This design comes from an exercise in tuning for small area, a short achievable clock period and few clock cycles on the open sky130 flow, not from production work. In this exercise RTL edits were held to simulation tests only and were not proved equivalent to the original.

## job 105
Design conv_top, start of the top module:
module conv_top
  #(
    parameter integer C_S00_AXIS_TDATA_WIDTH = 32
  )
  (
    input wire CLK,
    input wire RESETN,
    output wire S_AXIS_TREADY,
    input wire [C_S00_AXIS_TDATA_WIDTH-1 : 0] S_AXIS_TDATA,
    input wire [(C_S00_AXIS_TDATA_WIDTH/8)-1 : 0] S_AXIS_TKEEP,
    input wire S_AXIS_TUSER,
    input wire S_AXIS_TLAST,
    input wire S_AXIS_TVALID,
    input wire M_AXIS_TREADY,
    output wire M_AXIS_TUSER,
    output wire [C_S00_AXIS_TDATA_WIDTH-1 : 0] M_AXIS_TDATA,
    output wire [(C_S00_AXIS_TDATA_WIDTH/8)-1 : 0] M_AXIS_TKEEP,
    output wire M_AXIS_TLAST,
    output wire M_AXIS_TVALID,
    input wire [31:0] PADDR,
    input wire PSEL,
    input wire PENABLE,
    input wire PWRITE,
    input wire [31:0] PWDATA,
    output wire PSLVERR,
    output wire PREADY,
    output wire [31:0] PRDATA,
    output wire [13:0] MEM_ADDR,
    output wire [31:0] MEM_WDATA,
    output wire MEM_EN,
    output wire MEM_WE,
    input wire [31:0] MEM_RDATA
  );
  assign PREADY  = 1'b1;
  assign PSLVERR = 1'b0;
  assign M_AXIS_TUSER = 1'b0;
  assign M_AXIS_TKEEP = 4'hF;
  wire       cmd_wr;
  wire [4:0] ic, oc;
  wire       fl8;
  wire       f_done, b_done, r_done, t_done;
  wire       prdata0;
  assign PRDATA = {31'd0, prdata0};
  conv_apb u_conv_apb (
    .clk(CLK), .rstn(RESETN),
    .paddr(PADDR[15:0]), .psel(PSEL), .penable(PENABLE), .pwrite(PWRITE), .pwdata(PWDATA),
    .prdata0(prdata0),
    .f_done(f_done), .b_done(b_done), .r_done(r_done), .t_done(t_done),
    .cmd_wr(cmd_wr), .ic(ic), .oc(oc), .fl8(fl8)
  );
  conv_module u_conv_module (
    .clk(CLK), .rstn(RESETN),
    .cmd_wr(cmd_wr), .cmd(PWDATA[2:0]), .ic(ic), .oc(oc), .fl8(fl8),
    .f_done(f_done), .b_done(b_done), .r_done(r_done), .t_done(t_done),
  ...
For scale: roughly 3400 cells after synthesis, ~600 flip-flops.
export LEC_CHECK = 0
export CAP_MARGIN = 20
export CORE_MARGIN = 2
export CORE_UTILIZATION = 40
export SETUP_SLACK_MARGIN = 5
export SLEW_MARGIN = 20
create_clock -name core_clock -period 10.0 [get_ports {CLK}]
standard.sh (not shown) runs the stock make flow with config.mk's settings and CLKGATE_MAP_FILE= SYNTH_SCRIPT=/design/flow/synth_recipe.tcl, a recipe that flattens the netlist after the stock synthesis.
==> flow/flow/run.sh <==
#!/bin/bash
# The standard layout, with ORFS's timing repair aiming further below the
# fixed 10 ns clock (the clock and constraints are unchanged).
set -euo pipefail
bash standard.sh SETUP_SLACK_MARGIN=6.5 finish > flow_make.log 2>&1
Testbench counts of job 105, summed over its fixed seeds: cycles 10,440.
## Diff of input files: job 103 against job 105
-- flow/design.v --
<<< job 105, line 119
  reg  [8:0]  rptr;
  reg         have_res, dummy;
  reg         rpar;         
  reg         drain;        
  reg  [2:0]  dc;
  reg         q_end, kl_r, il_r, rl_r, r0_r, ol_r;
  reg  [6:0]  ic3;         
  wire        wr_step  = have_res & (fl8 ? ((sidx == 3'd2) | (sidx == 3'd3))
                                         : ((sidx == 3'd2) & ~rpar));
  wire [1:0]  qlast    = (fl8 | wr_step) ? 2'd3 : 2'd1;
  wire        r_last   = (r == (fl8 ? 3'd7 : 3'd3));
  wire [2:0]  y        = r + {1'b0, kr} - 3'd1;
>>> job 103, line 119
  reg  [8:0]  rptr;
  reg         have_res, dummy;
  reg         drain;        
  reg  [2:0]  dc;
  reg         q_end, kl_r, il_r, rl_r, r0_r, ol_r;
  reg  [6:0]  ic3;         
  wire        wr_step  = have_res & ((sidx == 3'd2) | (fl8 & (sidx == 3'd3)));
  wire [1:0]  qlast    = (fl8 | (have_res & (sidx == 3'd2))) ? 2'd3 : 2'd1;
  wire        r_last   = (r == (fl8 ? 3'd7 : 3'd3));
  wire [2:0]  y        = r + {1'b0, kr} - 3'd1;
<<< job 105, line 133
  wire [9:0]  waddr    = wbase + {4'd0, wi3} + {8'd0, kr};
  wire        wch_end  = ({1'b0, wi3} == ic3 - 7'd1);
  wire        dr_wr    = drain & ((dc == 3'd3) | (dc == 3'd4));
  wire        fin      = drain & (dc == 3'd4);
  reg  [2:0]  op1, op2;
  reg         last1, last2;
>>> job 103, line 131
  wire [9:0]  waddr    = wbase + {4'd0, wi3} + {8'd0, kr};
  wire        wch_end  = ({1'b0, wi3} == ic3 - 7'd1);
  wire        dr_wr    = drain & ((dc == 3'd3) | (fl8 & (dc == 3'd4)));
  wire        fin      = drain & (dc == (fl8 ? 3'd4 : 3'd3));
  reg  [2:0]  op1, op2;
  reg         last1, last2;
<<< job 105, line 197
          end else if (q == 2'd2 && fl8) begin
            mem_en <= 1'b1; op1 <= OP_B;
          end else if (wr_step) begin
            mem_en <= 1'b1; mem_we <= 1'b1;
          end
>>> job 103, line 195
          end else if (q == 2'd2 && fl8) begin
            mem_en <= 1'b1; op1 <= OP_B;
          end else if (wr_step && (fl8 || q == 2'd2)) begin
            mem_en <= 1'b1; mem_we <= 1'b1;
          end
<<< job 105, line 294
    if (d4a && d4f) begin
      if (fl8) rs <= {sat(rin_b), sat(rin_a), rs[63:16]};
      else     rs[63:32] <= {sat(rin_b), sat(rin_a), rs[63:48]};
    end
    if (ph == P_COMP && (drain ? (dc == 3'd4) :
        fl8 ? (sidx == 3'd3 && q == 2'd0) :
        (have_res && (rpar ? (sidx == 3'd3 && q == 2'd1) : (sidx == 3'd2 && q == 2'd3)))))
      rs[31:0] <= rs[63:32];
    q_end <= (ph == P_COMP) & ~q_end & ((q + 2'd1) == qlast);
>>> job 103, line 292
    if (d4a && d4f) begin
      if (fl8) rs <= {sat(rin_b), sat(rin_a), rs[63:16]};
      else     rs[31:0] <= {sat(rin_b), sat(rin_a), rs[31:16]};
    end
    if (ph == P_COMP && fl8 && (drain ? (dc == 3'd4) : (sidx == 3'd3 && q == 2'd0)))
      rs[31:0] <= rs[63:32];
    q_end <= (ph == P_COMP) & ~q_end & ((q + 2'd1) == qlast);
<<< job 105, line 354
          o <= 4'd0; r <= 3'd0; i <= 4'd0; kr <= 2'd1; q <= 2'd0; q_end <= 1'b0;
          sidx <= 3'd0; wbase <= 10'd0; wi3 <= 6'd0; rptr <= 9'd0;
          have_res <= 1'b0; dummy <= 1'b0; drain <= 1'b0; rpar <= 1'b0;
        end
      end
>>> job 103, line 350
          o <= 4'd0; r <= 3'd0; i <= 4'd0; kr <= 2'd1; q <= 2'd0; q_end <= 1'b0;
          sidx <= 3'd0; wbase <= 10'd0; wi3 <= 6'd0; rptr <= 9'd0;
          have_res <= 1'b0; dummy <= 1'b0; drain <= 1'b0;
        end
      end
<<< job 105, line 369
        else begin
          ma <= {3'b010, rptr[7:0]};
          if (wr_step) rptr <= rptr + 9'd1;
        end
        if (q_end) begin
>>> job 103, line 365
        else begin
          ma <= {3'b010, rptr[7:0]};
          if (wr_step && (fl8 || q == 2'd2)) rptr <= rptr + 9'd1;
        end
        if (q_end) begin
<<< job 105, line 388
            wi3 <= 6'd0;
            have_res <= 1'b1;
            rpar <= ~rpar;
            sidx <= 3'd0;
            if (!rl_r) begin
>>> job 103, line 384
            wi3 <= 6'd0;
            have_res <= 1'b1;
            sidx <= 3'd0;
            if (!rl_r) begin
### Flow results
Final worst-path setup slack, job 105 and job 103: lower on job 103
On multi-input combinational cell count, the lower figure sits with job 105, not job 103.
The run showing the greater worst endpoint required time is job 105.
Number of non-clock inverters in the layout (job 105 / job 103): 0.924
The final layout net count number comes out higher for job 103 vs job 105.
Diff job 105 -> job 103: wire length on met3 has increased; layout buffer count excluding clock buffers has increased; area of the die has increased; proportion of register bits with asynchronous set or reset after synthesis has remained practically unchanged; global-route usage has increased.
After synthesis and placement, the instance count of job 103 is above that of job 105.
Job 103 has combined area of the multi-input logic cells above what job 105 had.
In terms of effective utilization at floorplan, job 105 and job 103 differ only marginally.
Compared with job 105, job 103 ends up with a larger final cell area.
Testbench counts of job 103, summed over its fixed seeds: cycles 10,530.

## what the ideal ports hide
No port has a modelled driver above. Below, the same layouts with a new extraction and two added sets of constraints. Step 1 (the two cells are an assumption about what drives the block):
set clk [get_ports {CLK}]
set_driving_cell -lib_cell sky130_fd_sc_hd__clkbuf_16 $clk
set_driving_cell -lib_cell sky130_fd_sc_hd__buf_2 [delete_from_list [all_inputs] $clk]
Step 2 times the ports against the registers' clock, not the clock port: input delays grow and output delays shrink by t, the midpoint of the rising clock arrivals with the driver on. Slacks: no drivers / after step 1 / after step 2; pairs: no drivers / after step 1.
run | t (ns) | setup WS [ns] | hold slack, ns | pins driven straight from the clock port
job 105 | 0.675 | 6.493 / 6.453 / 5.969 | 0.322 / 0.322 / 0.322 | 1
job 103 | 0.689 | 6.490 / 6.485 / 5.874 | 0.310 / 0.310 / 0.310 | 1
After both steps setup and hold are still met in every run listed. The setup slack of job 103, which loses most, moves by -0.005 ns with the drivers and by -0.616 ns with both steps.
